Source: an optimization exercise on an open RTL-to-GDS flow (aim: small area, a short achievable clock period and few clock cycles). Production flows keep margins and buffers that such runs may drop. Only simulation tests tie the RTL to the original design; equivalence was not proved. Power figures rest on the tool's default switching activity, not on a simulated workload.

==> flow/design.v, too long to show whole: its modules and the start of the top module <==
// module M1: 757 lines
module M1 (
		input logic clk,
		input logic reset,
		input logic M1_start,
		input logic [15:0] SRAM_read_data,
		output logic [17:0] M1_SRAM_Address,
		output logic [15:0] M1_SRAM_write_data,
		output logic M1_Status,
		output logic M1_SRAM_we_n
);
  // ...
==> flow/run.sh <==
#!/bin/bash
# synth_recipe.tcl (not shown) runs the flow's synth.tcl, then flattens the netlist and writes it again
# the make line also repeats each setting of config.mk as NAME=value (left out here)
make -C /OpenROAD-flow-scripts/flow DESIGN_CONFIG=/design/flow/config.mk WORK_HOME=/design/flow/orfs CLKGATE_MAP_FILE= SYNTH_SCRIPT=/design/flow/synth_recipe.tcl finish
==> flow/config.mk <==
export PLATFORM = sky130hd
export DESIGN_NAME = M1
export DESIGN_NICKNAME = M1
export VERILOG_FILES = /design/flow/design.v
export SDC_FILE = /design/flow/constraint.sdc
export NUM_CORES = 4
export LEC_CHECK = 0
export CAP_MARGIN = 20
export CORE_MARGIN = 2
export CORE_UTILIZATION = 75
export CTS_CLUSTER_DIAMETER = 100
export CTS_CLUSTER_SIZE = 24
export SLEW_MARGIN = 20
==> flow/constraint.sdc <==
create_clock -name core_clock -period 13.0 [get_ports {clk}]
set_input_delay 2.6000 -clock core_clock [delete_from_list [all_inputs] [get_ports {clk}]]
set_output_delay 2.6000 -clock core_clock [all_outputs]
set_load 0.01 [all_outputs]
==> metrics.csv, run 1 <==
stage,metric,value,unit
cts,cts-root-buf,clkbuf_16,
hold_path,min-delay-start,pc[8],
drt,avgViaCountPerCell,5.96,
hold_path,hold-path-cell-count,0,
global_routing,grt_pass1_vias,16600,
finish,final-nonclk-buf-share,0.0225,
finish,buffers_excl_clock,61,
pwr,power,1.89,mW
critical_path,worst_ep_arrival_time,4.99,ns
pwr,power_leakage,11.5,nW
global_routing,antenna_found_initial,1,
critical_path,r2r_slack,8.30,ns
synth,synth_top_cell_by_area,edfxtp_1,
global_routing,grt_pass1_wl,85900,µm
critical_path,end_kind,flop,
critical_path,cp-endpoint,res[23],
global_routing,grt_usage,0.327,
critical_path,cp-start-kind,flop,
critical_path,reg2regPathDepth,15,
die,die_w,185,µm
critical_path,timing.rr.end,res[23],
finish,stdcell_count,2716,
finish,fin_area,26200,µm²
hold_path,hold_class,reg -> reg,
synth,synth_top_area_share,0.265,
cts,post_cts.repair.setup_buffers,0,
synth,synthSimpleGateAreaFrac,0.0912,
synth,syn_nets,2675,
finish,clock_area_frac,0.0218,
timing,fin_crit_sh,0.362,
drt,routed_wirelength,54000,µm
status,status,"complete, no violations",
timing,setup_viol,0,
cts,cts_max_path_buffers,3,
critical_path,worst-path-buf-inv,4,
timing,min_period,4.70,ns
Testbench counts, summed over its fixed seeds: cycles 1,165,026.
==> module M1, before the edit <==
module M1 (
		input logic clk,
		input logic reset,
		input logic M1_start,
		input logic [15:0] SRAM_read_data,
		output logic [17:0] M1_SRAM_Address,
		output logic [15:0] M1_SRAM_write_data,
		output logic M1_Status,
		output logic M1_SRAM_we_n
);
localparam logic [17:0] U_START_ADDRESS = 18'd38400, V_START_ADDRESS = 18'd57600,
                        RGB_START_ADDRESS = 18'd146944;
logic        idle, done;  
logic [9:0]  pq;          
logic [8:0]  lq;          
logic        dummy;       
logic        first;       
logic [6:0]  k;           
logic [15:0] yc;          
logic [17:0] ra;          
logic        chv;         
logic        start_r;
logic [7:0]  wu0, wu1, wu2, wu3, wu4, wu5, bufu;
logic [7:0]  wv0, wv1, wv2, wv3, wv4, wv5, bufv;
logic [7:0]  yb;          
logic [7:0]  yl;          
logic [22:0] yt;          
logic [8:0]  pu, pv;      
logic        qu, qv;      
logic [8:0]  pa, pb, pc;  
logic [20:0] ft;          
logic [37:0] res;         
logic [7:0]  b0h;
wire l0 = lq[0], l1 = lq[1], l2 = lq[2], l3 = lq[3], l4 = lq[4];
wire l5 = lq[5], l6 = lq[6], l7 = lq[7], l8 = lq[8];
wire p0 = pq[0], p1 = pq[1], p2 = pq[2], p3 = pq[3], p4 = pq[4];
wire p5 = pq[5], p6 = pq[6], p7 = pq[7], p8 = pq[8], p9 = pq[9];
logic inrow;       
logic tail;        
logic to_lead;     
always_ff @(posedge clk) begin
	inrow <= (k <= 7'd77);
	tail <= (k == 7'd80);
	to_lead <= dummy | ((k == 7'd79) & (yc < 16'd38400));
end
wire ys_1 = yb[7] ^ yb[5];
wire ys_2 = yb[7] & yb[5];
wire ys_3 = yb[6] ^ yb[4];
wire ys_4 = yb[6] & yb[4];
wire ys_5 = yb[7] ^ yb[5];
wire ys_6 = yb[7] & yb[5];
wire ys_7 = yb[4] ^ yb[2];
wire ys_8 = yb[4] & yb[2];
wire ys_9 = yb[5] ^ yb[3] ^ yb[1];
wire ys_10 = (yb[5] & yb[3]) | (yb[5] & yb[1]) | (yb[3] & yb[1]);
wire ys_11 = yb[6] ^ yb[4] ^ yb[2];
wire ys_12 = (yb[6] & yb[4]) | (yb[6] & yb[2]) | (yb[4] & yb[2]);
wire ys_13 = ~(yb[3] ^ yb[0]);
wire ys_14 = yb[3] | yb[0];
wire ys_15 = ~(yb[1] ^ ys_2);
wire ys_16 = yb[1] | ys_2;
wire ys_17 = ~(yb[2] ^ ys_4);
wire ys_18 = yb[2] | ys_4;
wire ys_19 = ~(yb[6] ^ yb[3]);
wire ys_20 = yb[6] | yb[3];
wire ys_21 = yb[7] ^ yb[4];
wire ys_22 = yb[7] & yb[4];
wire ys_23 = yb[2] ^ yb[0];
wire ys_24 = yb[2] & yb[0];
wire ys_25 = ~(yb[3] ^ yb[1]);
wire ys_26 = yb[3] | yb[1];
wire ys_27 = ~(yb[0] ^ ys_7);
wire ys_28 = yb[0] | ys_7;
wire ys_29 = ~(ys_8 ^ ys_9);
wire ys_30 = ys_8 | ys_9;
wire ys_31 = ~(ys_10 ^ ys_11);
wire ys_32 = ys_10 | ys_11;
wire ys_33 = ys_1 ^ ys_12 ^ ys_13;
wire ys_34 = (ys_1 & ys_12) | (ys_1 & ys_13) | (ys_12 & ys_13);
wire ys_35 = ys_3 ^ ys_14 ^ ys_15;
wire ys_36 = (ys_3 & ys_14) | (ys_3 & ys_15) | (ys_14 & ys_15);
wire ys_37 = ys_5 ^ ys_16 ^ ys_17;
wire ys_38 = (ys_5 & ys_16) | (ys_5 & ys_17) | (ys_16 & ys_17);
wire ys_39 = ys_6 ^ ys_18 ^ ys_19;
wire ys_40 = (ys_6 & ys_18) | (ys_6 & ys_19) | (ys_18 & ys_19);
wire ys_41 = ~(ys_20 ^ ys_21);
wire ys_42 = ys_20 | ys_21;
wire ys_43 = ~(yb[5] ^ ys_22);
wire ys_44 = yb[5] | ys_22;
wire ys_45 = ~(yb[6]);
wire ys_46 = yb[6];
wire ys_47 = ~(yb[7]);
wire ys_48 = yb[7];
wire [24:0] ys_ra = {1'b1, ys_46, ys_44, ys_42, ys_40, ys_38, ys_36, ys_34, ys_32, ys_30, ys_28, ys_26, ys_24, 1'b1, yb[1], ~yb[7], ~yb[6], ~yb[5], ~yb[4], ~yb[3], ~yb[2], ~yb[1], ~yb[0], 1'b0, 1'b0};
wire [24:0] ys_rb = {ys_48, ys_47, ys_45, ys_43, ys_41, ys_39, ys_37, ys_35, ys_33, ys_31, ys_29, ys_27, ys_25, ys_23, 1'b1, yb[0], 1'b0, 1'b0, 1'b0, 1'b0, 1'b0, 1'b0, 1'b1, 1'b0, 1'b0};
wire [24:0] yt_s = ys_ra + ys_rb;
wire sr_1 = yt[4] ^ ~pv[6];
wire sr_2 = yt[4] & ~pv[6];
wire sr_3 = yt[5] ^ ~pv[7] ^ pv[5];
wire sr_4 = (yt[5] & ~pv[7]) | (yt[5] & pv[5]) | (~pv[7] & pv[5]);
wire sr_5 = pv[3] ^ pv[0];
wire sr_6 = pv[3] & pv[0];
wire sr_7 = yt[6] ^ ~pv[8] ^ pv[6];
wire sr_8 = (yt[6] & ~pv[8]) | (yt[6] & pv[6]) | (~pv[8] & pv[6]);
wire sr_9 = pv[4] ^ pv[1];
wire sr_10 = pv[4] & pv[1];
wire sr_11 = yt[7] ^ pv[7] ^ pv[5];
wire sr_12 = (yt[7] & pv[7]) | (yt[7] & pv[5]) | (pv[7] & pv[5]);
wire sr_13 = yt[8] ^ pv[8] ^ pv[6];
wire sr_14 = (yt[8] & pv[8]) | (yt[8] & pv[6]) | (pv[8] & pv[6]);
wire sr_15 = yt[9] ^ pv[7] ^ pv[4];
wire sr_16 = (yt[9] & pv[7]) | (yt[9] & pv[4]) | (pv[7] & pv[4]);
wire sr_17 = yt[10] ^ pv[8] ^ pv[5];
wire sr_18 = (yt[10] & pv[8]) | (yt[10] & pv[5]) | (pv[8] & pv[5]);
wire sr_19 = yt[11] ^ pv[6];
wire sr_20 = yt[11] & pv[6];
wire sr_21 = yt[12] ^ pv[7];
wire sr_22 = yt[12] & pv[7];
wire sr_23 = yt[13] ^ pv[8] ^ ~pv[4];
wire sr_24 = (yt[13] & pv[8]) | (yt[13] & ~pv[4]) | (pv[8] & ~pv[4]);
wire sr_25 = pv[2] ^ ~pv[0];
wire sr_26 = pv[2] & ~pv[0];
wire sr_27 = yt[14] ^ ~pv[5] ^ pv[3];
wire sr_28 = (yt[14] & ~pv[5]) | (yt[14] & pv[3]) | (~pv[5] & pv[3]);
wire sr_29 = ~(~pv[1]);
wire sr_30 = ~pv[1];
wire sr_31 = yt[15] ^ ~pv[6] ^ pv[4];
wire sr_32 = (yt[15] & ~pv[6]) | (yt[15] & pv[4]) | (~pv[6] & pv[4]);
wire sr_33 = ~pv[2] ^ pv[0];
wire sr_34 = ~pv[2] & pv[0];
wire sr_35 = yt[16] ^ ~pv[7] ^ pv[5];
wire sr_36 = (yt[16] & ~pv[7]) | (yt[16] & pv[5]) | (~pv[7] & pv[5]);
wire sr_37 = ~pv[3] ^ pv[1];
wire sr_38 = ~pv[3] & pv[1];
wire sr_39 = yt[17] ^ ~pv[8] ^ pv[6];
wire sr_40 = (yt[17] & ~pv[8]) | (yt[17] & pv[6]) | (~pv[8] & pv[6]);
wire sr_41 = ~pv[4] ^ pv[2];
wire sr_42 = ~pv[4] & pv[2];
wire sr_43 = yt[18] ^ pv[7] ^ ~pv[5];
wire sr_44 = (yt[18] & pv[7]) | (yt[18] & ~pv[5]) | (pv[7] & ~pv[5]);
wire sr_45 = ~(pv[3]);
wire sr_46 = pv[3];
wire sr_47 = yt[19] ^ pv[8] ^ ~pv[6];
wire sr_48 = (yt[19] & pv[8]) | (yt[19] & ~pv[6]) | (pv[8] & ~pv[6]);
wire sr_49 = yt[2] ^ ~pv[4];
wire sr_50 = yt[2] & ~pv[4];
wire sr_51 = yt[3] ^ ~pv[5] ^ pv[3];
wire sr_52 = (yt[3] & ~pv[5]) | (yt[3] & pv[3]) | (~pv[5] & pv[3]);
wire sr_53 = ~(pv[4] ^ pv[2]);
wire sr_54 = pv[4] | pv[2];
wire sr_55 = ~(sr_2 ^ sr_3);
wire sr_56 = sr_2 | sr_3;
wire sr_57 = sr_4 ^ sr_6 ^ sr_7;
wire sr_58 = (sr_4 & sr_6) | (sr_4 & sr_7) | (sr_6 & sr_7);
wire sr_59 = pv[2] ^ sr_8 ^ sr_10;
wire sr_60 = (pv[2] & sr_8) | (pv[2] & sr_10) | (sr_8 & sr_10);
wire sr_61 = ~(pv[3] ^ sr_12);
wire sr_62 = pv[3] | sr_12;
wire sr_63 = ~(~pv[0] ^ sr_14);
wire sr_64 = ~pv[0] | sr_14;
wire sr_65 = ~(~pv[1] ^ sr_16);
wire sr_66 = ~pv[1] | sr_16;
wire sr_67 = ~pv[2] ^ pv[0] ^ sr_18;
wire sr_68 = (~pv[2] & pv[0]) | (~pv[2] & sr_18) | (pv[0] & sr_18);
wire sr_69 = ~pv[3] ^ pv[1] ^ sr_20;
wire sr_70 = (~pv[3] & pv[1]) | (~pv[3] & sr_20) | (pv[1] & sr_20);
wire sr_71 = ~(sr_22 ^ sr_23);
wire sr_72 = sr_22 | sr_23;
wire sr_73 = sr_24 ^ sr_26 ^ sr_27;
wire sr_74 = (sr_24 & sr_26) | (sr_24 & sr_27) | (sr_26 & sr_27);
wire sr_75 = sr_28 ^ sr_30 ^ sr_31;
wire sr_76 = (sr_28 & sr_30) | (sr_28 & sr_31) | (sr_30 & sr_31);
wire sr_77 = sr_32 ^ sr_34 ^ sr_35;
wire sr_78 = (sr_32 & sr_34) | (sr_32 & sr_35) | (sr_34 & sr_35);
wire sr_79 = sr_36 ^ sr_38 ^ sr_39;
wire sr_80 = (sr_36 & sr_38) | (sr_36 & sr_39) | (sr_38 & sr_39);
wire sr_81 = sr_40 ^ sr_42 ^ sr_43;
wire sr_82 = (sr_40 & sr_42) | (sr_40 & sr_43) | (sr_42 & sr_43);
wire sr_83 = pv[4] ^ sr_44 ^ sr_46;
wire sr_84 = (pv[4] & sr_44) | (pv[4] & sr_46) | (sr_44 & sr_46);
wire sr_85 = yt[20] ^ ~pv[7] ^ pv[5];
wire sr_86 = (yt[20] & ~pv[7]) | (yt[20] & pv[5]) | (~pv[7] & pv[5]);
wire sr_87 = yt[21] ^ ~pv[8];
wire sr_88 = yt[21] & ~pv[8];
wire sr_89 = yt[0] ^ ~pv[2];
wire sr_90 = yt[0] & ~pv[2];
wire sr_91 = yt[1] ^ ~pv[3] ^ pv[1];
wire sr_92 = (yt[1] & ~pv[3]) | (yt[1] & pv[1]) | (~pv[3] & pv[1]);
wire sr_93 = pv[2] ^ pv[0] ^ sr_49;
wire sr_94 = (pv[2] & pv[0]) | (pv[2] & sr_49) | (pv[0] & sr_49);
wire sr_95 = pv[1] ^ sr_50 ^ sr_51;
wire sr_96 = (pv[1] & sr_50) | (pv[1] & sr_51) | (sr_50 & sr_51);
wire sr_97 = sr_1 ^ sr_52 ^ sr_53;
wire sr_98 = (sr_1 & sr_52) | (sr_1 & sr_53) | (sr_52 & sr_53);
wire sr_99 = sr_5 ^ sr_54 ^ sr_55;
wire sr_100 = (sr_5 & sr_54) | (sr_5 & sr_55) | (sr_54 & sr_55);
wire sr_101 = sr_9 ^ sr_56 ^ sr_57;
wire sr_102 = (sr_9 & sr_56) | (sr_9 & sr_57) | (sr_56 & sr_57);
wire sr_103 = sr_11 ^ sr_58 ^ sr_59;
wire sr_104 = (sr_11 & sr_58) | (sr_11 & sr_59) | (sr_58 & sr_59);
wire sr_105 = sr_13 ^ sr_60 ^ sr_61;
wire sr_106 = (sr_13 & sr_60) | (sr_13 & sr_61) | (sr_60 & sr_61);
wire sr_107 = sr_15 ^ sr_62 ^ sr_63;
wire sr_108 = (sr_15 & sr_62) | (sr_15 & sr_63) | (sr_62 & sr_63);
wire sr_109 = sr_17 ^ sr_64 ^ sr_65;
wire sr_110 = (sr_17 & sr_64) | (sr_17 & sr_65) | (sr_64 & sr_65);
wire sr_111 = sr_19 ^ sr_66 ^ sr_67;
wire sr_112 = (sr_19 & sr_66) | (sr_19 & sr_67) | (sr_66 & sr_67);
wire sr_113 = sr_21 ^ sr_68 ^ sr_69;
wire sr_114 = (sr_21 & sr_68) | (sr_21 & sr_69) | (sr_68 & sr_69);
wire sr_115 = sr_25 ^ sr_70 ^ sr_71;
wire sr_116 = (sr_25 & sr_70) | (sr_25 & sr_71) | (sr_70 & sr_71);
wire sr_117 = sr_29 ^ sr_72 ^ sr_73;
wire sr_118 = (sr_29 & sr_72) | (sr_29 & sr_73) | (sr_72 & sr_73);
wire sr_119 = sr_33 ^ sr_74 ^ sr_75;
wire sr_120 = (sr_33 & sr_74) | (sr_33 & sr_75) | (sr_74 & sr_75);
wire sr_121 = sr_37 ^ sr_76 ^ sr_77;
wire sr_122 = (sr_37 & sr_76) | (sr_37 & sr_77) | (sr_76 & sr_77);
wire sr_123 = sr_41 ^ sr_78 ^ sr_79;
wire sr_124 = (sr_41 & sr_78) | (sr_41 & sr_79) | (sr_78 & sr_79);
wire sr_125 = sr_45 ^ sr_80 ^ sr_81;
wire sr_126 = (sr_45 & sr_80) | (sr_45 & sr_81) | (sr_80 & sr_81);
wire sr_127 = sr_47 ^ sr_82 ^ sr_83;
wire sr_128 = (sr_47 & sr_82) | (sr_47 & sr_83) | (sr_82 & sr_83);
wire sr_129 = sr_48 ^ sr_84 ^ sr_85;
wire sr_130 = (sr_48 & sr_84) | (sr_48 & sr_85) | (sr_84 & sr_85);
wire sr_131 = pv[6] ^ sr_86 ^ sr_87;
wire sr_132 = (pv[6] & sr_86) | (pv[6] & sr_87) | (sr_86 & sr_87);
wire sr_133 = yt[22] ^ pv[7] ^ sr_88;
wire sr_134 = (yt[22] & pv[7]) | (yt[22] & sr_88) | (pv[7] & sr_88);
wire sr_135 = ~(pv[8]);
wire sr_136 = pv[8];
wire [26:0] sr_ra = {1'b1, sr_134, sr_132, sr_130, sr_128, sr_126, sr_124, sr_122, sr_120, sr_118, sr_116, sr_114, sr_112, sr_110, sr_108, sr_106, sr_104, sr_102, sr_100, sr_98, sr_96, sr_94, sr_92, sr_90, pv[0], ~pv[1], ~pv[0]};
wire [26:0] sr_rb = {sr_136, sr_135, sr_133, sr_131, sr_129, sr_127, sr_125, sr_123, sr_121, sr_119, sr_117, sr_115, sr_113, sr_111, sr_109, sr_107, sr_105, sr_103, sr_101, sr_99, sr_97, sr_95, sr_93, sr_91, sr_89, 1'b0, 1'b1};
wire sg_1 = yt[13] ^ ~pu[5];
wire sg_2 = yt[13] & ~pu[5];
wire sg_3 = yt[14] ^ ~pu[6] ^ pu[3];
wire sg_4 = (yt[14] & ~pu[6]) | (yt[14] & pu[3]) | (~pu[6] & pu[3]);
wire sg_5 = yt[15] ^ ~pu[7] ^ pu[4];
wire sg_6 = (yt[15] & ~pu[7]) | (yt[15] & pu[4]) | (~pu[7] & pu[4]);
wire sg_7 = yt[16] ^ ~pu[8] ^ pu[5];
wire sg_8 = (yt[16] & ~pu[8]) | (yt[16] & pu[5]) | (~pu[8] & pu[5]);
wire sg_9 = yt[17] ^ pu[6];
wire sg_10 = yt[17] & pu[6];
wire sg_11 = yt[18] ^ pu[7];
wire sg_12 = yt[18] & pu[7];
wire sg_13 = yt[19] ^ pu[8];
wire sg_14 = yt[19] & pu[8];
wire sg_15 = yt[3] ^ pu[2];
wire sg_16 = yt[3] & pu[2];
wire sg_17 = yt[4] ^ pu[3] ^ ~pu[1];
wire sg_18 = (yt[4] & pu[3]) | (yt[4] & ~pu[1]) | (pu[3] & ~pu[1]);
wire sg_19 = yt[5] ^ pu[4] ^ ~pu[2];
wire sg_20 = (yt[5] & pu[4]) | (yt[5] & ~pu[2]) | (pu[4] & ~pu[2]);
wire sg_21 = yt[6] ^ pu[5] ^ ~pu[3];
wire sg_22 = (yt[6] & pu[5]) | (yt[6] & ~pu[3]) | (pu[5] & ~pu[3]);
wire sg_23 = ~pv[8] ^ ~pv[3];
wire sg_24 = ~pv[8] & ~pv[3];
wire sg_25 = yt[7] ^ pu[6] ^ ~pu[4];
wire sg_26 = (yt[7] & pu[6]) | (yt[7] & ~pu[4]) | (pu[6] & ~pu[4]);
wire sg_27 = ~(~pv[4]);
wire sg_28 = ~pv[4];
wire sg_29 = yt[8] ^ pu[7] ^ ~pu[5];
wire sg_30 = (yt[8] & pu[7]) | (yt[8] & ~pu[5]) | (pu[7] & ~pu[5]);
wire sg_31 = ~(~pu[0] ^ ~pv[5]);
wire sg_32 = ~pu[0] | ~pv[5];
wire sg_33 = yt[9] ^ pu[8] ^ ~pu[6];
wire sg_34 = (yt[9] & pu[8]) | (yt[9] & ~pu[6]) | (pu[8] & ~pu[6]);
wire sg_35 = ~(~pu[1] ^ ~pv[6]);
wire sg_36 = ~pu[1] | ~pv[6];
wire sg_37 = yt[10] ^ ~pu[7] ^ ~pu[2];
wire sg_38 = (yt[10] & ~pu[7]) | (yt[10] & ~pu[2]) | (~pu[7] & ~pu[2]);
wire sg_39 = ~pv[7] ^ ~pv[0];
wire sg_40 = ~pv[7] & ~pv[0];
wire sg_41 = yt[11] ^ ~pu[8] ^ ~pu[3];
wire sg_42 = (yt[11] & ~pu[8]) | (yt[11] & ~pu[3]) | (~pu[8] & ~pu[3]);
wire sg_43 = pu[0] ^ ~pv[8] ^ ~pv[1];
wire sg_44 = (pu[0] & ~pv[8]) | (pu[0] & ~pv[1]) | (~pv[8] & ~pv[1]);
wire sg_45 = yt[12] ^ ~pu[4] ^ pu[1];
wire sg_46 = (yt[12] & ~pu[4]) | (yt[12] & pu[1]) | (~pu[4] & pu[1]);
wire sg_47 = ~pv[2] ^ pv[0];
wire sg_48 = ~pv[2] & pv[0];
wire sg_49 = pu[2] ^ ~pu[0] ^ ~pv[3];
wire sg_50 = (pu[2] & ~pu[0]) | (pu[2] & ~pv[3]) | (~pu[0] & ~pv[3]);
wire sg_51 = ~(pv[1] ^ sg_1);
wire sg_52 = pv[1] | sg_1;
wire sg_53 = ~pu[1] ^ ~pv[4] ^ pv[2];
wire sg_54 = (~pu[1] & ~pv[4]) | (~pu[1] & pv[2]) | (~pv[4] & pv[2]);
wire sg_55 = ~pv[0] ^ sg_2 ^ sg_3;
wire sg_56 = (~pv[0] & sg_2) | (~pv[0] & sg_3) | (sg_2 & sg_3);
wire sg_57 = ~pu[2] ^ ~pv[5] ^ pv[3];
wire sg_58 = (~pu[2] & ~pv[5]) | (~pu[2] & pv[3]) | (~pv[5] & pv[3]);
wire sg_59 = ~pv[1] ^ sg_4 ^ sg_5;
wire sg_60 = (~pv[1] & sg_4) | (~pv[1] & sg_5) | (sg_4 & sg_5);
wire sg_61 = ~pu[3] ^ ~pv[6] ^ pv[4];
wire sg_62 = (~pu[3] & ~pv[6]) | (~pu[3] & pv[4]) | (~pv[6] & pv[4]);
wire sg_63 = ~pv[2] ^ sg_6 ^ sg_7;
wire sg_64 = (~pv[2] & sg_6) | (~pv[2] & sg_7) | (sg_6 & sg_7);
wire sg_65 = ~pu[4] ^ ~pv[7] ^ pv[5];
wire sg_66 = (~pu[4] & ~pv[7]) | (~pu[4] & pv[5]) | (~pv[7] & pv[5]);
wire sg_67 = ~pv[3] ^ sg_8 ^ sg_9;
wire sg_68 = (~pv[3] & sg_8) | (~pv[3] & sg_9) | (sg_8 & sg_9);
wire sg_69 = ~pu[5] ^ ~pv[8] ^ pv[6];
wire sg_70 = (~pu[5] & ~pv[8]) | (~pu[5] & pv[6]) | (~pv[8] & pv[6]);
wire sg_71 = ~pv[4] ^ sg_10 ^ sg_11;
wire sg_72 = (~pv[4] & sg_10) | (~pv[4] & sg_11) | (sg_10 & sg_11);
wire sg_73 = ~pu[6] ^ pv[7] ^ ~pv[5];
wire sg_74 = (~pu[6] & pv[7]) | (~pu[6] & ~pv[5]) | (pv[7] & ~pv[5]);
wire sg_75 = ~(sg_12 ^ sg_13);
wire sg_76 = sg_12 | sg_13;
wire sg_77 = yt[20] ^ ~pu[7] ^ pv[8];
wire sg_78 = (yt[20] & ~pu[7]) | (yt[20] & pv[8]) | (~pu[7] & pv[8]);
wire sg_79 = ~(~pv[6] ^ sg_14);
wire sg_80 = ~pv[6] | sg_14;
wire sg_81 = yt[21] ^ ~pu[8];
wire sg_82 = yt[21] & ~pu[8];
wire sg_83 = ~pu[0] ^ ~pv[5];
wire sg_84 = ~pu[0] & ~pv[5];
wire sg_85 = ~pv[6] ^ ~pv[1] ^ sg_16;
wire sg_86 = (~pv[6] & ~pv[1]) | (~pv[6] & sg_16) | (~pv[1] & sg_16);
wire sg_87 = ~pv[7] ^ ~pv[2] ^ sg_18;
wire sg_88 = (~pv[7] & ~pv[2]) | (~pv[7] & sg_18) | (~pv[2] & sg_18);
wire sg_89 = ~(sg_20 ^ sg_21);
wire sg_90 = sg_20 | sg_21;
wire sg_91 = sg_22 ^ sg_24 ^ sg_25;
wire sg_92 = (sg_22 & sg_24) | (sg_22 & sg_25) | (sg_24 & sg_25);
wire sg_93 = sg_26 ^ sg_28 ^ sg_29;
wire sg_94 = (sg_26 & sg_28) | (sg_26 & sg_29) | (sg_28 & sg_29);
wire sg_95 = sg_30 ^ sg_32 ^ sg_33;
wire sg_96 = (sg_30 & sg_32) | (sg_30 & sg_33) | (sg_32 & sg_33);
wire sg_97 = sg_34 ^ sg_36 ^ sg_37;
wire sg_98 = (sg_34 & sg_36) | (sg_34 & sg_37) | (sg_36 & sg_37);
wire sg_99 = sg_38 ^ sg_40 ^ sg_41;
wire sg_100 = (sg_38 & sg_40) | (sg_38 & sg_41) | (sg_40 & sg_41);
wire sg_101 = sg_42 ^ sg_44 ^ sg_45;
wire sg_102 = (sg_42 & sg_44) | (sg_42 & sg_45) | (sg_44 & sg_45);
wire sg_103 = sg_46 ^ sg_48 ^ sg_49;
wire sg_104 = (sg_46 & sg_48) | (sg_46 & sg_49) | (sg_48 & sg_49);
wire sg_105 = sg_50 ^ sg_52 ^ sg_53;
wire sg_106 = (sg_50 & sg_52) | (sg_50 & sg_53) | (sg_52 & sg_53);
wire sg_107 = sg_54 ^ sg_56 ^ sg_57;
wire sg_108 = (sg_54 & sg_56) | (sg_54 & sg_57) | (sg_56 & sg_57);
wire sg_109 = sg_58 ^ sg_60 ^ sg_61;
wire sg_110 = (sg_58 & sg_60) | (sg_58 & sg_61) | (sg_60 & sg_61);
wire sg_111 = sg_62 ^ sg_64 ^ sg_65;
wire sg_112 = (sg_62 & sg_64) | (sg_62 & sg_65) | (sg_64 & sg_65);
wire sg_113 = sg_66 ^ sg_68 ^ sg_69;
wire sg_114 = (sg_66 & sg_68) | (sg_66 & sg_69) | (sg_68 & sg_69);
wire sg_115 = sg_70 ^ sg_72 ^ sg_73;
wire sg_116 = (sg_70 & sg_72) | (sg_70 & sg_73) | (sg_72 & sg_73);
wire sg_117 = sg_74 ^ sg_76 ^ sg_77;
wire sg_118 = (sg_74 & sg_76) | (sg_74 & sg_77) | (sg_76 & sg_77);
wire sg_119 = ~pv[7] ^ sg_78 ^ sg_80;
wire sg_120 = (~pv[7] & sg_78) | (~pv[7] & sg_80) | (sg_78 & sg_80);
wire sg_121 = ~(yt[22] ^ ~pv[8]);
wire sg_122 = yt[22] | ~pv[8];
wire sg_123 = yt[1] ^ pu[0];
wire sg_124 = yt[1] & pu[0];
wire sg_125 = yt[2] ^ pu[1] ^ ~pv[4];
wire sg_126 = (yt[2] & pu[1]) | (yt[2] & ~pv[4]) | (pu[1] & ~pv[4]);
wire sg_127 = ~pv[0] ^ sg_15 ^ sg_83;
wire sg_128 = (~pv[0] & sg_15) | (~pv[0] & sg_83) | (sg_15 & sg_83);
wire sg_129 = sg_17 ^ sg_84 ^ sg_85;
wire sg_130 = (sg_17 & sg_84) | (sg_17 & sg_85) | (sg_84 & sg_85);
wire sg_131 = sg_19 ^ sg_86 ^ sg_87;
wire sg_132 = (sg_19 & sg_86) | (sg_19 & sg_87) | (sg_86 & sg_87);
wire sg_133 = sg_23 ^ sg_88 ^ sg_89;
wire sg_134 = (sg_23 & sg_88) | (sg_23 & sg_89) | (sg_88 & sg_89);
wire sg_135 = sg_27 ^ sg_90 ^ sg_91;
wire sg_136 = (sg_27 & sg_90) | (sg_27 & sg_91) | (sg_90 & sg_91);
wire sg_137 = sg_31 ^ sg_92 ^ sg_93;
wire sg_138 = (sg_31 & sg_92) | (sg_31 & sg_93) | (sg_92 & sg_93);
wire sg_139 = sg_35 ^ sg_94 ^ sg_95;
wire sg_140 = (sg_35 & sg_94) | (sg_35 & sg_95) | (sg_94 & sg_95);
wire sg_141 = sg_39 ^ sg_96 ^ sg_97;
wire sg_142 = (sg_39 & sg_96) | (sg_39 & sg_97) | (sg_96 & sg_97);
wire sg_143 = sg_43 ^ sg_98 ^ sg_99;
wire sg_144 = (sg_43 & sg_98) | (sg_43 & sg_99) | (sg_98 & sg_99);
wire sg_145 = sg_47 ^ sg_100 ^ sg_101;
wire sg_146 = (sg_47 & sg_100) | (sg_47 & sg_101) | (sg_100 & sg_101);
wire sg_147 = sg_51 ^ sg_102 ^ sg_103;
wire sg_148 = (sg_51 & sg_102) | (sg_51 & sg_103) | (sg_102 & sg_103);
wire sg_149 = sg_55 ^ sg_104 ^ sg_105;
wire sg_150 = (sg_55 & sg_104) | (sg_55 & sg_105) | (sg_104 & sg_105);
wire sg_151 = sg_59 ^ sg_106 ^ sg_107;
wire sg_152 = (sg_59 & sg_106) | (sg_59 & sg_107) | (sg_106 & sg_107);
wire sg_153 = sg_63 ^ sg_108 ^ sg_109;
wire sg_154 = (sg_63 & sg_108) | (sg_63 & sg_109) | (sg_108 & sg_109);
wire sg_155 = sg_67 ^ sg_110 ^ sg_111;
wire sg_156 = (sg_67 & sg_110) | (sg_67 & sg_111) | (sg_110 & sg_111);
wire sg_157 = sg_71 ^ sg_112 ^ sg_113;
wire sg_158 = (sg_71 & sg_112) | (sg_71 & sg_113) | (sg_112 & sg_113);
wire sg_159 = sg_75 ^ sg_114 ^ sg_115;
wire sg_160 = (sg_75 & sg_114) | (sg_75 & sg_115) | (sg_114 & sg_115);
wire sg_161 = sg_79 ^ sg_116 ^ sg_117;
wire sg_162 = (sg_79 & sg_116) | (sg_79 & sg_117) | (sg_116 & sg_117);
wire sg_163 = sg_81 ^ sg_118 ^ sg_119;
wire sg_164 = (sg_81 & sg_118) | (sg_81 & sg_119) | (sg_118 & sg_119);
wire sg_165 = sg_82 ^ sg_120 ^ sg_121;
wire sg_166 = (sg_82 & sg_120) | (sg_82 & sg_121) | (sg_120 & sg_121);
wire [26:0] sg_ra = {1'b1, sg_122, sg_164, sg_162, sg_160, sg_158, sg_156, sg_154, sg_152, sg_150, sg_148, sg_146, sg_144, sg_142, sg_140, sg_138, sg_136, sg_134, sg_132, sg_130, sg_128, sg_126, sg_124, ~pv[3], yt[0], ~pv[1], ~pv[0]};
wire [26:0] sg_rb = {1'b0, sg_166, sg_165, sg_163, sg_161, sg_159, sg_157, sg_155, sg_153, sg_151, sg_149, sg_147, sg_145, sg_143, sg_141, sg_139, sg_137, sg_135, sg_133, sg_131, sg_129, sg_127, sg_125, sg_123, ~pv[2], 1'b0, 1'b1};
wire sb_1 = yt[4] ^ ~pu[6];
wire sb_2 = yt[4] & ~pu[6];
wire sb_3 = yt[5] ^ ~pu[7] ^ ~pu[5];
wire sb_4 = (yt[5] & ~pu[7]) | (yt[5] & ~pu[5]) | (~pu[7] & ~pu[5]);
wire sb_5 = pu[2] ^ pu[0];
wire sb_6 = pu[2] & pu[0];
wire sb_7 = yt[6] ^ ~pu[8] ^ ~pu[6];
wire sb_8 = (yt[6] & ~pu[8]) | (yt[6] & ~pu[6]) | (~pu[8] & ~pu[6]);
wire sb_9 = pu[3] ^ pu[1];
wire sb_10 = pu[3] & pu[1];
wire sb_11 = yt[7] ^ ~pu[7] ^ pu[4];
wire sb_12 = (yt[7] & ~pu[7]) | (yt[7] & pu[4]) | (~pu[7] & pu[4]);
wire sb_13 = yt[8] ^ ~pu[8] ^ pu[5];
wire sb_14 = (yt[8] & ~pu[8]) | (yt[8] & pu[5]) | (~pu[8] & pu[5]);
wire sb_15 = yt[9] ^ pu[6] ^ pu[4];
wire sb_16 = (yt[9] & pu[6]) | (yt[9] & pu[4]) | (pu[6] & pu[4]);
wire sb_17 = yt[10] ^ pu[7];
wire sb_18 = yt[10] & pu[7];
wire sb_19 = yt[11] ^ pu[8];
wire sb_20 = yt[11] & pu[8];
wire sb_21 = yt[0] ^ ~pu[2];
wire sb_22 = yt[0] & ~pu[2];
wire sb_23 = yt[1] ^ ~pu[3];
wire sb_24 = yt[1] & ~pu[3];
wire sb_25 = yt[2] ^ ~pu[4];
wire sb_26 = yt[2] & ~pu[4];
wire sb_27 = yt[3] ^ ~pu[5] ^ ~pu[3];
wire sb_28 = (yt[3] & ~pu[5]) | (yt[3] & ~pu[3]) | (~pu[5] & ~pu[3]);
wire sb_29 = ~(~pu[4] ^ pu[1]);
wire sb_30 = ~pu[4] | pu[1];
wire sb_31 = ~(sb_2 ^ sb_3);
wire sb_32 = sb_2 | sb_3;
wire sb_33 = sb_4 ^ sb_6 ^ sb_7;
wire sb_34 = (sb_4 & sb_6) | (sb_4 & sb_7) | (sb_6 & sb_7);
wire sb_35 = pu[2] ^ sb_8 ^ sb_10;
wire sb_36 = (pu[2] & sb_8) | (pu[2] & sb_10) | (sb_8 & sb_10);
wire sb_37 = pu[3] ^ pu[0] ^ sb_12;
wire sb_38 = (pu[3] & pu[0]) | (pu[3] & sb_12) | (pu[0] & sb_12);
wire sb_39 = ~(pu[1] ^ sb_14);
wire sb_40 = pu[1] | sb_14;
wire sb_41 = pu[5] ^ pu[2] ^ sb_16;
wire sb_42 = (pu[5] & pu[2]) | (pu[5] & sb_16) | (pu[2] & sb_16);
wire sb_43 = pu[6] ^ pu[3] ^ sb_18;
wire sb_44 = (pu[6] & pu[3]) | (pu[6] & sb_18) | (pu[3] & sb_18);
wire sb_45 = yt[12] ^ pu[7] ^ pu[4];
wire sb_46 = (yt[12] & pu[7]) | (yt[12] & pu[4]) | (pu[7] & pu[4]);
wire sb_47 = yt[13] ^ pu[8];
wire sb_48 = yt[13] & pu[8];
wire sb_49 = yt[14] ^ pu[6];
wire sb_50 = yt[14] & pu[6];
wire sb_51 = yt[15] ^ pu[7] ^ pu[0];
wire sb_52 = (yt[15] & pu[7]) | (yt[15] & pu[0]) | (pu[7] & pu[0]);
wire sb_53 = yt[16] ^ pu[8];
wire sb_54 = yt[16] & pu[8];
wire sb_55 = yt[17] ^ pu[2];
wire sb_56 = yt[17] & pu[2];
wire sb_57 = ~(~pu[0]);
wire sb_58 = ~pu[0];
wire sb_59 = ~pu[1] ^ sb_22 ^ sb_23;
wire sb_60 = (~pu[1] & sb_22) | (~pu[1] & sb_23) | (sb_22 & sb_23);
wire sb_61 = ~pu[2] ^ sb_24 ^ sb_25;
wire sb_62 = (~pu[2] & sb_24) | (~pu[2] & sb_25) | (sb_24 & sb_25);
wire sb_63 = pu[0] ^ sb_26 ^ sb_27;
wire sb_64 = (pu[0] & sb_26) | (pu[0] & sb_27) | (sb_26 & sb_27);
wire sb_65 = sb_1 ^ sb_28 ^ sb_29;
wire sb_66 = (sb_1 & sb_28) | (sb_1 & sb_29) | (sb_28 & sb_29);
wire sb_67 = sb_5 ^ sb_30 ^ sb_31;
wire sb_68 = (sb_5 & sb_30) | (sb_5 & sb_31) | (sb_30 & sb_31);
wire sb_69 = sb_9 ^ sb_32 ^ sb_33;
wire sb_70 = (sb_9 & sb_32) | (sb_9 & sb_33) | (sb_32 & sb_33);
wire sb_71 = sb_11 ^ sb_34 ^ sb_35;
wire sb_72 = (sb_11 & sb_34) | (sb_11 & sb_35) | (sb_34 & sb_35);
wire sb_73 = sb_13 ^ sb_36 ^ sb_37;
wire sb_74 = (sb_13 & sb_36) | (sb_13 & sb_37) | (sb_36 & sb_37);
wire sb_75 = sb_15 ^ sb_38 ^ sb_39;
wire sb_76 = (sb_15 & sb_38) | (sb_15 & sb_39) | (sb_38 & sb_39);
wire sb_77 = sb_17 ^ sb_40 ^ sb_41;
wire sb_78 = (sb_17 & sb_40) | (sb_17 & sb_41) | (sb_40 & sb_41);
wire sb_79 = sb_19 ^ sb_42 ^ sb_43;
wire sb_80 = (sb_19 & sb_42) | (sb_19 & sb_43) | (sb_42 & sb_43);
wire sb_81 = sb_20 ^ sb_44 ^ sb_45;
wire sb_82 = (sb_20 & sb_44) | (sb_20 & sb_45) | (sb_44 & sb_45);
wire sb_83 = pu[5] ^ sb_46 ^ sb_47;
wire sb_84 = (pu[5] & sb_46) | (pu[5] & sb_47) | (sb_46 & sb_47);
wire sb_85 = ~(sb_48 ^ sb_49);
wire sb_86 = sb_48 | sb_49;
wire sb_87 = ~(sb_50 ^ sb_51);
wire sb_88 = sb_50 | sb_51;
wire sb_89 = pu[1] ^ sb_52 ^ sb_53;
wire sb_90 = (pu[1] & sb_52) | (pu[1] & sb_53) | (sb_52 & sb_53);
wire sb_91 = ~(sb_54 ^ sb_55);
wire sb_92 = sb_54 | sb_55;
wire sb_93 = yt[18] ^ pu[3] ^ sb_56;
wire sb_94 = (yt[18] & pu[3]) | (yt[18] & sb_56) | (pu[3] & sb_56);
wire sb_95 = ~(yt[19] ^ pu[4]);
wire sb_96 = yt[19] | pu[4];
wire sb_97 = ~(yt[20] ^ pu[5]);
wire sb_98 = yt[20] | pu[5];
wire sb_99 = ~(yt[21] ^ pu[6]);
wire sb_100 = yt[21] | pu[6];
wire sb_101 = yt[22] ^ pu[7];
wire sb_102 = yt[22] & pu[7];
wire sb_103 = ~(pu[8]);
wire sb_104 = pu[8];
wire [26:0] sb_ra = {1'b1, sb_102, sb_100, sb_98, sb_96, sb_94, sb_92, sb_90, sb_88, sb_86, sb_84, sb_82, sb_80, sb_78, sb_76, sb_74, sb_72, sb_70, sb_68, sb_66, sb_64, sb_62, sb_60, sb_58, sb_21, ~pu[1], ~pu[0]};
wire [26:0] sb_rb = {sb_104, sb_103, sb_101, sb_99, sb_97, sb_95, sb_93, sb_91, sb_89, sb_87, sb_85, sb_83, sb_81, sb_79, sb_77, sb_75, sb_73, sb_71, sb_69, sb_67, sb_65, sb_63, sb_61, sb_59, sb_57, 1'b0, 1'b1};
wire fs_1 = pa[7] ^ pa[5];
wire fs_2 = pa[7] & pa[5];
wire fs_3 = pa[8] ^ pa[6];
wire fs_4 = pa[8] & pa[6];
wire fs_5 = pa[4] ^ pa[2];
wire fs_6 = pa[4] & pa[2];
wire fs_7 = pa[5] ^ pa[3] ^ pa[1];
wire fs_8 = (pa[5] & pa[3]) | (pa[5] & pa[1]) | (pa[3] & pa[1]);
wire fs_9 = ~pb[3] ^ ~pb[1] ^ ~pb[0];
wire fs_10 = (~pb[3] & ~pb[1]) | (~pb[3] & ~pb[0]) | (~pb[1] & ~pb[0]);
wire fs_11 = pa[6] ^ pa[4] ^ pa[2];
wire fs_12 = (pa[6] & pa[4]) | (pa[6] & pa[2]) | (pa[4] & pa[2]);
wire fs_13 = ~pb[4] ^ ~pb[2] ^ ~pb[1];
wire fs_14 = (~pb[4] & ~pb[2]) | (~pb[4] & ~pb[1]) | (~pb[2] & ~pb[1]);
wire fs_15 = pa[3] ^ ~pb[5] ^ ~pb[3];
wire fs_16 = (pa[3] & ~pb[5]) | (pa[3] & ~pb[3]) | (~pb[5] & ~pb[3]);
wire fs_17 = ~pb[2] ^ ~pc[7] ^ pc[2];
wire fs_18 = (~pb[2] & ~pc[7]) | (~pb[2] & pc[2]) | (~pc[7] & pc[2]);
wire fs_19 = ~(pc[0]);
wire fs_20 = pc[0];
wire fs_21 = pa[4] ^ ~pb[6] ^ ~pb[4];
wire fs_22 = (pa[4] & ~pb[6]) | (pa[4] & ~pb[4]) | (~pb[6] & ~pb[4]);
wire fs_23 = ~pb[3] ^ ~pc[8] ^ pc[3];
wire fs_24 = (~pb[3] & ~pc[8]) | (~pb[3] & pc[3]) | (~pc[8] & pc[3]);
wire fs_25 = pc[1] ^ fs_2 ^ fs_3;
wire fs_26 = (pc[1] & fs_2) | (pc[1] & fs_3) | (fs_2 & fs_3);
wire fs_27 = pa[7] ^ pa[5] ^ ~pb[7];
wire fs_28 = (pa[7] & pa[5]) | (pa[7] & ~pb[7]) | (pa[5] & ~pb[7]);
wire fs_29 = ~pb[5] ^ ~pb[4] ^ pc[4];
wire fs_30 = (~pb[5] & ~pb[4]) | (~pb[5] & pc[4]) | (~pb[4] & pc[4]);
wire fs_31 = ~(pc[2] ^ fs_4);
wire fs_32 = pc[2] | fs_4;
wire fs_33 = pa[8] ^ pa[6] ^ ~pb[8];
wire fs_34 = (pa[8] & pa[6]) | (pa[8] & ~pb[8]) | (pa[6] & ~pb[8]);
wire fs_35 = ~pb[6] ^ ~pb[5] ^ pc[5];
wire fs_36 = (~pb[6] & ~pb[5]) | (~pb[6] & pc[5]) | (~pb[5] & pc[5]);
wire fs_37 = ~(pc[3]);
wire fs_38 = pc[3];
wire fs_39 = pa[7] ^ ~pb[7] ^ ~pb[6];
wire fs_40 = (pa[7] & ~pb[7]) | (pa[7] & ~pb[6]) | (~pb[7] & ~pb[6]);
wire fs_41 = pa[8] ^ ~pb[8];
wire fs_42 = pa[8] & ~pb[8];
wire fs_43 = pa[2] ^ pa[0];
wire fs_44 = pa[2] & pa[0];
wire fs_45 = pa[3] ^ pa[1];
wire fs_46 = pa[3] & pa[1];
wire fs_47 = pa[0] ^ ~pb[2] ^ ~pb[0];
wire fs_48 = (pa[0] & ~pb[2]) | (pa[0] & ~pb[0]) | (~pb[2] & ~pb[0]);
wire fs_49 = ~(~pc[4]);
wire fs_50 = ~pc[4];
wire fs_51 = ~(~pc[5] ^ pc[0]);
wire fs_52 = ~pc[5] | pc[0];
wire fs_53 = fs_6 ^ fs_7 ^ fs_9;
wire fs_54 = (fs_6 & fs_7) | (fs_6 & fs_9) | (fs_7 & fs_9);
wire fs_55 = ~pc[6] ^ pc[1] ^ fs_8;
wire fs_56 = (~pc[6] & pc[1]) | (~pc[6] & fs_8) | (pc[1] & fs_8);
wire fs_57 = fs_10 ^ fs_11 ^ fs_13;
wire fs_58 = (fs_10 & fs_11) | (fs_10 & fs_13) | (fs_11 & fs_13);
wire fs_59 = fs_1 ^ fs_12 ^ fs_14;
wire fs_60 = (fs_1 & fs_12) | (fs_1 & fs_14) | (fs_12 & fs_14);
wire fs_61 = fs_15 ^ fs_17 ^ fs_19;
wire fs_62 = (fs_15 & fs_17) | (fs_15 & fs_19) | (fs_17 & fs_19);
wire fs_63 = fs_16 ^ fs_18 ^ fs_20;
wire fs_64 = (fs_16 & fs_18) | (fs_16 & fs_20) | (fs_18 & fs_20);
wire fs_65 = fs_21 ^ fs_23 ^ fs_25;
wire fs_66 = (fs_21 & fs_23) | (fs_21 & fs_25) | (fs_23 & fs_25);
wire fs_67 = fs_22 ^ fs_24 ^ fs_26;
wire fs_68 = (fs_22 & fs_24) | (fs_22 & fs_26) | (fs_24 & fs_26);
wire fs_69 = fs_27 ^ fs_29 ^ fs_31;
wire fs_70 = (fs_27 & fs_29) | (fs_27 & fs_31) | (fs_29 & fs_31);
wire fs_71 = fs_28 ^ fs_30 ^ fs_32;
wire fs_72 = (fs_28 & fs_30) | (fs_28 & fs_32) | (fs_30 & fs_32);
wire fs_73 = fs_33 ^ fs_35 ^ fs_37;
wire fs_74 = (fs_33 & fs_35) | (fs_33 & fs_37) | (fs_35 & fs_37);
wire fs_75 = pc[6] ^ pc[4] ^ fs_34;
wire fs_76 = (pc[6] & pc[4]) | (pc[6] & fs_34) | (pc[4] & fs_34);
wire fs_77 = fs_36 ^ fs_38 ^ fs_39;
wire fs_78 = (fs_36 & fs_38) | (fs_36 & fs_39) | (fs_38 & fs_39);
wire fs_79 = ~pb[7] ^ pc[7] ^ pc[5];
wire fs_80 = (~pb[7] & pc[7]) | (~pb[7] & pc[5]) | (pc[7] & pc[5]);
wire fs_81 = ~(fs_40 ^ fs_41);
wire fs_82 = fs_40 | fs_41;
wire fs_83 = ~pb[8] ^ pc[8] ^ pc[6];
wire fs_84 = (~pb[8] & pc[8]) | (~pb[8] & pc[6]) | (pc[8] & pc[6]);
wire fs_85 = ~pb[0] ^ ~pc[2];
wire fs_86 = ~pb[0] & ~pc[2];
wire fs_87 = ~pb[1] ^ ~pc[3] ^ fs_44;
wire fs_88 = (~pb[1] & ~pc[3]) | (~pb[1] & fs_44) | (~pc[3] & fs_44);
wire fs_89 = fs_5 ^ fs_46 ^ fs_47;
wire fs_90 = (fs_5 & fs_46) | (fs_5 & fs_47) | (fs_46 & fs_47);
wire fs_91 = fs_48 ^ fs_50 ^ fs_51;
wire fs_92 = (fs_48 & fs_50) | (fs_48 & fs_51) | (fs_50 & fs_51);
wire fs_93 = fs_52 ^ fs_54 ^ fs_55;
wire fs_94 = (fs_52 & fs_54) | (fs_52 & fs_55) | (fs_54 & fs_55);
wire fs_95 = fs_56 ^ fs_58 ^ fs_59;
wire fs_96 = (fs_56 & fs_58) | (fs_56 & fs_59) | (fs_58 & fs_59);
wire fs_97 = fs_60 ^ fs_62 ^ fs_63;
wire fs_98 = (fs_60 & fs_62) | (fs_60 & fs_63) | (fs_62 & fs_63);
wire fs_99 = fs_64 ^ fs_66 ^ fs_67;
wire fs_100 = (fs_64 & fs_66) | (fs_64 & fs_67) | (fs_66 & fs_67);
wire fs_101 = fs_68 ^ fs_70 ^ fs_71;
wire fs_102 = (fs_68 & fs_70) | (fs_68 & fs_71) | (fs_70 & fs_71);
wire fs_103 = fs_72 ^ fs_74 ^ fs_75;
wire fs_104 = (fs_72 & fs_74) | (fs_72 & fs_75) | (fs_74 & fs_75);
wire fs_105 = fs_76 ^ fs_78 ^ fs_79;
wire fs_106 = (fs_76 & fs_78) | (fs_76 & fs_79) | (fs_78 & fs_79);
wire fs_107 = fs_42 ^ fs_80 ^ fs_82;
wire fs_108 = (fs_42 & fs_80) | (fs_42 & fs_82) | (fs_80 & fs_82);
wire fs_109 = pa[0] ^ ~pc[0];
wire fs_110 = pa[0] & ~pc[0];
wire fs_111 = pa[1] ^ ~pc[1];
wire fs_112 = pa[1] & ~pc[1];
wire fs_113 = ~(fs_43 ^ fs_85);
wire fs_114 = fs_43 | fs_85;
wire fs_115 = fs_45 ^ fs_86 ^ fs_87;
wire fs_116 = (fs_45 & fs_86) | (fs_45 & fs_87) | (fs_86 & fs_87);
wire fs_117 = fs_49 ^ fs_88 ^ fs_89;
wire fs_118 = (fs_49 & fs_88) | (fs_49 & fs_89) | (fs_88 & fs_89);
wire fs_119 = fs_53 ^ fs_90 ^ fs_91;
wire fs_120 = (fs_53 & fs_90) | (fs_53 & fs_91) | (fs_90 & fs_91);
wire fs_121 = fs_57 ^ fs_92 ^ fs_93;
wire fs_122 = (fs_57 & fs_92) | (fs_57 & fs_93) | (fs_92 & fs_93);
wire fs_123 = fs_61 ^ fs_94 ^ fs_95;
wire fs_124 = (fs_61 & fs_94) | (fs_61 & fs_95) | (fs_94 & fs_95);
wire fs_125 = fs_65 ^ fs_96 ^ fs_97;
wire fs_126 = (fs_65 & fs_96) | (fs_65 & fs_97) | (fs_96 & fs_97);
wire fs_127 = fs_69 ^ fs_98 ^ fs_99;
wire fs_128 = (fs_69 & fs_98) | (fs_69 & fs_99) | (fs_98 & fs_99);
wire fs_129 = fs_73 ^ fs_100 ^ fs_101;
wire fs_130 = (fs_73 & fs_100) | (fs_73 & fs_101) | (fs_100 & fs_101);
wire fs_131 = fs_77 ^ fs_102 ^ fs_103;
wire fs_132 = (fs_77 & fs_102) | (fs_77 & fs_103) | (fs_102 & fs_103);
wire fs_133 = fs_81 ^ fs_104 ^ fs_105;
wire fs_134 = (fs_81 & fs_104) | (fs_81 & fs_105) | (fs_104 & fs_105);
wire fs_135 = fs_83 ^ fs_106 ^ fs_107;
wire fs_136 = (fs_83 & fs_106) | (fs_83 & fs_107) | (fs_106 & fs_107);
wire fs_137 = pc[7] ^ fs_84 ^ fs_108;
wire fs_138 = (pc[7] & fs_84) | (pc[7] & fs_108) | (fs_84 & fs_108);
wire fs_139 = ~(pc[8]);
wire fs_140 = pc[8];
wire [17:0] fs_ra = {1'b1, 1'b1, fs_138, fs_136, fs_134, fs_132, fs_130, fs_128, fs_126, fs_124, fs_122, fs_120, fs_118, fs_116, fs_114, fs_112, fs_110, 1'b1};
wire [17:0] fs_rb = {1'b0, fs_140, fs_139, fs_137, fs_135, fs_133, fs_131, fs_129, fs_127, fs_125, fs_123, fs_121, fs_119, fs_117, fs_115, fs_113, fs_111, fs_109};
function automatic [7:0] clip(input [10:0] s);
	clip = s[10] ? 8'd0 : (|s[9:8]) ? 8'd255 : s[7:0];
endfunction
wire rq_u = res[1], rq_v = res[0];
wire [10:0] s_r = res[37:27] + {10'd0, res[26]};
wire [10:0] s_g = res[25:15] + {10'd0, res[14]};
wire [10:0] s_b = res[13:3] + {10'd0, res[2]};
wire [7:0] c_r = rq_v ? 8'd0 : clip(s_r);
wire [7:0] c_g = (rq_u | rq_v) ? 8'd0 : clip(s_g);
wire [7:0] c_b = rq_u ? 8'd0 : clip(s_b);
wire nx_rd_y = p2 | p6;
wire nx_rd_u = p0 | (p9 & to_lead) | l3;
wire nx_rd_v = p1 | l0 | l4;
wire nx_wr_cur  = ~dummy & ~tail & (p5 | p7 | p8);
wire nx_wr_prev = ~first & ((p9 & ~to_lead) | p3 | p4 | l8);
wire nx_wr   = nx_wr_cur | nx_wr_prev;
wire [1:0] uv_d = {p0 | p1, l3 | l4};
wire [17:0] uv_base = (nx_rd_u ? U_START_ADDRESS : V_START_ADDRESS) + {16'd0, uv_d};
wire [17:0] nx_uva = uv_base + {3'd0, yc[15:1]};
always_ff @(posedge clk) begin
	if (nx_rd_y)                  M1_SRAM_Address <= {2'b00, yc};
	else if (nx_rd_u | nx_rd_v)   M1_SRAM_Address <= nx_uva;
	else                          M1_SRAM_Address <= ra;
	if (p3 | p7)      M1_SRAM_write_data <= {b0h, c_r};
	else if (p4 | p8) M1_SRAM_write_data <= {c_g, c_b};
	else                      M1_SRAM_write_data <= {c_r, c_g};
	M1_SRAM_we_n <= ~nx_wr;
	M1_Status <= (p4 & tail) | (done & M1_Status);
end
always_ff @(posedge clk or negedge reset) begin
	if (~reset) begin
		start_r <= 1'b0; idle <= 1'b1; done <= 1'b0; pq <= 10'd0; lq <= 9'd0;
	end else begin
		start_r <= M1_start;
		if (idle) begin
			if (start_r) begin idle <= 1'b0; pq <= 10'b0001000000; end
		end else begin
			if (p9 & to_lead) pq <= 10'd0;
			else if (p5 & tail) begin pq <= 10'd0; done <= 1'b1; end
			else if (l8) pq <= 10'd1;
			else pq <= {pq[8:0], pq[9]};
			lq <= {lq[7:0], p9 & to_lead};
		end
	end
end
always_ff @(posedge clk) begin
	chv <= p2 | p6;
	if (nx_rd_y) yc <= yc + 16'd1;
	if (nx_wr) ra <= ra + 18'd1;
	if (idle) begin
		dummy <= 1'b1; first <= 1'b1; k <= 7'd0;
		yc <= 16'd0; ra <= RGB_START_ADDRESS;
	end else begin
		if (p5 & ~dummy) first <= 1'b0;
		if (p9) begin
			if (to_lead) begin dummy <= 1'b0; k <= 7'd0; end
			else k <= k + 7'd1;
		end
	end
end
wire shu     = p3 | p9 | l2 | l3 | l4 | l5 | l6 | l7;
wire shu_bus = (p3 & inrow) | l2 | l6;
wire shu_buf = (p9 & inrow) | l5 | l7;
wire shv     = p4 | p9 | l3 | l4 | l5 | l6 | l7 | l8;
wire shv_bus = (p4 & inrow) | l3 | l7;
wire shv_buf = (p9 & inrow) | l6 | l8;
wire [7:0] nu = shu_bus ? SRAM_read_data[15:8] : shu_buf ? bufu : wu5;
wire [7:0] nv = shv_bus ? SRAM_read_data[15:8] : shv_buf ? bufv : wv5;
always_ff @(posedge clk) begin
	if (shu) begin wu0 <= wu1; wu1 <= wu2; wu2 <= wu3; wu3 <= wu4; wu4 <= wu5; wu5 <= nu; end
	if (shu_bus) bufu <= SRAM_read_data[7:0];
	if (shv) begin wv0 <= wv1; wv1 <= wv2; wv2 <= wv3; wv3 <= wv4; wv4 <= wv5; wv5 <= nv; end
	if (shv_bus) bufv <= SRAM_read_data[7:0];
end
wire [7:0] fa = chv ? wv0 : wu0;
wire [7:0] fb = chv ? wv1 : wu1;
wire [7:0] fc = chv ? wv2 : wu2;
wire [7:0] fd = chv ? wv3 : wu3;
wire [7:0] fe = chv ? wv4 : wu4;
wire [7:0] ff = chv ? wv5 : wu5;
always_ff @(posedge clk) begin
	pa <= {1'b0, fa} + {1'b0, ff};
	pb <= {1'b0, fb} + {1'b0, fe};
	pc <= {1'b0, fc} + {1'b0, fd};
end
wire ld_even = p0 | p6;
wire [8:0] nu9 = ld_even ? {1'b0, wu2} : fir_t[8:0];
wire [8:0] nv9 = ld_even ? {1'b0, wv2} : fir_t[8:0];
wire [8:0]  fs_lo = {1'b0, fs_ra[7:0]} + {1'b0, fs_rb[7:0]};
wire [16:0] sr_lo = {1'b0, sr_ra[15:0]} + {1'b0, sr_rb[15:0]};
wire [16:0] sg_lo = {1'b0, sg_ra[15:0]} + {1'b0, sg_rb[15:0]};
wire [16:0] sb_lo = {1'b0, sb_ra[15:0]} + {1'b0, sb_rb[15:0]};
wire [10:0] sr_hi = sr_ra[26:16] + sr_rb[26:16];
wire [10:0] sg_hi = sg_ra[26:16] + sg_rb[26:16];
wire [10:0] sb_hi = sb_ra[26:16] + sb_rb[26:16];
wire [9:0]  fir_t = ft[20:11] + ft[10:1] + {9'd0, ft[0]};
always_ff @(posedge clk) begin
	ft <= {fs_ra[17:8], fs_rb[17:8], fs_lo[8]};
	if (ld_even | p4 | p8) begin pu <= nu9; qu <= ~ld_even & fir_t[9]; end
	if (ld_even | p5 | p9) begin pv <= nv9; qv <= ~ld_even & fir_t[9]; end
	if (p5 | p9) begin yb <= SRAM_read_data[15:8]; yl <= SRAM_read_data[7:0]; end
	else if (p4 | p8) yb <= yl;
	if (p3 | p5 | p7 | p9) yt <= yt_s[24:2];
	if (p0 | p4 | p6 | p8) res <= {sr_hi, sr_lo[16], sg_hi, sg_lo[16], sb_hi, sb_lo[16], qu, qv};
	if (p5 | p9) b0h <= c_b;
end
endmodule
==> run 2: changes to the inputs <==
--- a/flow/design.v
+++ b/flow/design.v
@@ -32,3 +32,3 @@
 logic [8:0]  pa, pb, pc;  
-logic [20:0] ft;          
+logic [10:0] ft;          
 logic [37:0] res;         
@@ -747,5 +747,6 @@
 wire [10:0] sb_hi = sb_ra[26:16] + sb_rb[26:16];
-wire [9:0]  fir_t = ft[20:11] + ft[10:1] + {9'd0, ft[0]};
+wire [9:0]  fir_t = ft[10:1] + {9'd0, ft[0]};
+wire [9:0]  fs_hi = fs_ra[17:8] + fs_rb[17:8];
 always_ff @(posedge clk) begin
-	ft <= {fs_ra[17:8], fs_rb[17:8], fs_lo[8]};
+	ft <= {fs_hi, fs_lo[8]};
 	if (ld_even | p4 | p8) begin pu <= nu9; qu <= ~ld_even & fir_t[9]; end
==> run 2 against run 1 <==
Compared with the run above: still clean on timing, DRC and antenna; die area increased by 0.42%; count of clock-buffer cells in the layout fell by 1; first-iteration DRC count fell by 11%; worst setup slack worse by 0.27 ns; clock skew fell by 0.011 ns; register-to-register slack worse by 0.27 ns; maximum frequency down 5.4%; sequential cell count down 7; critical path depth stayed put; area after synthesis is 0.42% higher; core utilization increased by 0.31 points; clock power fell by 2%; critical endpoint is now res[25]; largest cell class unchanged; highest routed layer is now met4.
==> metrics.csv, run 2 <==
stage,metric,value,unit,change
synth,synth_flop_cell,edfxtp_1,,
placed_design,gp_congestion,0.975,,
synth,synthCells,2239,,
drt,vias,16300,,
critical_path,critical_path.startpoint,pu[3],,
finish,top_regs,"res: 38 flops, yt: 23 flops",,
status,status,"complete, no violations",,
synth,avgSynthCellArea,11.0,µm²,
cts,cts_hold_buf,0,,
synth,syn_nets,2701,,+0.97%
drt,wl_per_cell,19.8,µm,
placed_design,placed_cells,2708,,
drt,routed_wirelength,54300,µm,+0.52%
global_routing,grt_max_degree,52,,
critical_path,cp-start-kind,flop,,
synth,synth_edf_count,217,,
finish,largest_register_ffs,38,,
critical_path,worst_ep_arrival_time,5.33,ns,+0.34 ns
cts,cts_max_path_buffers,3,,unchanged
timing,skew,0.0132,ns,
critical_path,reg2regPathDepth,15,,unchanged
global_routing,grt_pass1_vias,16700,,+1.0%
synth,ys_warn_count,1,,
critical_path,r2r_slack,8.03,ns,-0.27 ns
critical_path,timing.rr.end,res[25],,
pwr,power_leakage,11.6,nW,+0.40%
timing,relSlewSlack,0.349,,
timing,min_period,4.97,ns,+0.266 ns
synth,synthesis.area,24700,µm²,
cts,htreeDepth,1,,
die,die_w,185,µm,+0.21%
synth,synth_common_cells,"inv_1, ha_1, edfxtp_1",,
critical_path,required,13.37,ns,
timing,slew_violations,0,,
timing,fin_crit_sh,0.382,,+0.0205
timing,finalSetupTns,0,ns,
drt,drc_errors,0,,
finish,drive_above_1_share,0.0596,,
timing,max_freq,0.201,GHz,
critical_path,cp_max_fo,8,,
synth,ys_top_cells_by_area,"edfxtp_1, fa_1, ha_1",,
global_routing,antenna_found_initial,0,,-1
cts,post_cts.repair.setup_buffers,0,,unchanged
global_routing,grt_pass1_wl,86500,µm,+0.68%
cts,cts-root-buf,clkbuf_16,,
finish,final_cell_mix,"inv_1, ha_1, edfxtp_1",,
die,core_area,32500,µm²,
timing,tightest_slew,0.973,ns,
finish,antennaDiodeCount,0,,
finish,max_flop_register,res,,
synth,synth.most_common_cell,inv_1,,
drt,ant_nets,0,,
synth,synth_top_cell_by_area,edfxtp_1,,
pwr,p_per_area,70.7,nW/µm²,
finish,fillCellCount,1998,,
drt,drt_iter0_markers,1276,,
cts,clk_latency,0.54,ns,
pwr,peakVddDrop,0.0000950,V,
die,fp.dieH,185,µm,
cts,clkSinkCount,360,,
synth,ys_types,75,,
finish,stdcell_count,2742,,+0.96%
critical_path,end_kind,flop,,
critical_path,r2r-start,pu[3],,
hold_path,hold_class,reg -> reg,,
finish,nets,2749,,
global_routing,grt_overflow,0,,
drt,avgViaCountPerCell,5.96,,about the same
die,die_area,34400,µm²,
cts,cts_buffers,19,,
die,start_util,0.761,,
finish,fin_util,0.810,,
synth,yosys_register_bits,360,,
finish,area_growth,6.38,%,
critical_path,worstSetupPathType,reg -> reg,,
die,ios,55,,
placed_design,hpwl,42800,µm,
cts,cts_tree,done,,
synth,synth_top_area_share,0.264,,-0.00111
placed_design,port-buffer-count,54,,
timing,setup_viol,0,,unchanged
cts,cts.clk_slew.worst_paths,0.10,ns,
critical_path,cp-endpoint,res[25],,
timing,rsz0062_at_grt,false,,
die,row_count,66,,
synth,seq_area_frac_synth,0.384,,
drt,drt-pass1-iter-count,5,,
finish,final_common_cell,inv_1,,
global_routing,grt_usage,0.326,,-0.000645
timing,hold_viol_final,0,,
run,drv_cap,0,,
cts,ctsResizeCount,0,,
synth,synthArstFlopShare,0.0611,,
[run 2: changes by cell type after synthesis, moves of 6 or more]
cell,change
o21ai_0,+18
o21a_1,+16
nor2_1,-14
nand2_1,+11
nor2b_1,-9
o221ai_1,-9
a31oi_1,-7
dfxtp_1,-7
nand3_1,+6
[run 2: report_power, final]
group | total [mW] | switching, mW | internal, mW
Sequential | 1.20 | 0.0000707 | 1.20
Combinational | 0.00875 | 0.00388 | 0.00487
Clock | 0.651 | 0.368 | 0.283
Total | 1.86 | 0.372 | 1.48
[run 2: area by class of cell]
cell class / instances / area (µm²) / share of cell area
repair buffers: 61 / 593 / 0.0226
clock buffers: 31 / 520 / 0.0198
flip-flops and latches: 360 / 9490 / 0.361
inverters: 415 / 1560 / 0.0593
multi-input cells: 1430 / 13500 / 0.515
clock inverters: 3 / 33.8 / 0.00129
well taps: 442 / 553 / 0.0210
[run 2: how the worst min path moves through the flow]
stage	from	endpoint	slack, ns	cells after the start
3_5_place_dp	qv	res[0]	0.41	0
4_1_cts	qv	res[0]	0.43	0
5_1_grt	qu	res[1]	0.44	0
2_1_floorplan	k[6]	inrow	0.40	1
3_3_place_gp	qu	res[1]	0.41	0
6_report	qv	res[0]	0.43	0
[run 2: kinds of logic after synthesis]
group           count (synthesis)  share of synthesized area
fa+ha+maj                     443                      0.287
xor+xnor                      125                     0.0443
compound gates                316                     0.0857
mux                            90                     0.0402
flops                         360                      0.384
buf+inv                       449                     0.0684
simple gates                  456                     0.0903
[run 2: per-stage QoR]
stage / setup slack [ns] / area (µm²) / hold slack (ns) / power, mW
5_1_grt: 7.67 / 26300 / 0.438 / 1.90
4_1_cts: 8.06 / 26300 / 0.432 / 1.86
3_5_place_dp: 8.09 / 25700 / 0.409 / 1.23
6_report: 8.03 / 26300 / 0.432 / 1.86
3_3_place_gp: 8.19 / 25700 / 0.407 / 1.23
2_1_floorplan: 8.51 / 24700 / 0.399 / 1.22
[run 2: critical path, stage by stage (launching register included)]
cell	delay, ns
edfxtp_1	0.63
inv_1	0.28
fa_1	0.56
inv_1	0.05
fa_1	0.36
inv_1	0.09
fa_1	0.43
fa_1	0.48
inv_1	0.07
fa_1	0.47
a21o_1	0.20
a21oi_1	0.19
o21ai_0	0.17
o41ai_1	0.45
nor2_1	0.12
a211oi_1	0.24
[run 2: layer usage]
metal  track usage  up-vias  routed length (µm)
li1              -     7621                   -
met1         0.444     8034               22700
met2         0.549      573               26100
met3        0.0530      108                3760
met4        0.0908        0                1660
met5             0        -                   0
Testbench counts of run 2, summed over its fixed seeds: cycles 1,165,026.

what the ideal ports hide:
The flow's constraints put no driver on any port. The routed layouts listed below were extracted and timed again, unchanged, in two steps. Step 1 (the two cells are an assumption about what drives the block):
set clk [get_ports {clk}]
set_driving_cell -lib_cell sky130_fd_sc_hd__clkbuf_16 $clk
set_driving_cell -lib_cell sky130_fd_sc_hd__buf_2 [delete_from_list [all_inputs] $clk]
Step 2 times the ports against the registers' clock, not the clock port: input delays grow and output delays shrink by t, the midpoint of the rising clock arrivals with the driver on. a / b / c = no drivers / after step 1 / after step 2; a / b = the first two.
| run | t (ns) | slack for setup (ns) | pins driven straight from the clock port |
|---|---|---|---|
| run 1 | 0.595 | 8.297 / 8.297 / 8.297 | 1 |
| run 2 | 0.583 | 8.031 / 8.031 / 8.031 | 1 |
After both steps every run listed still meets setup and hold.
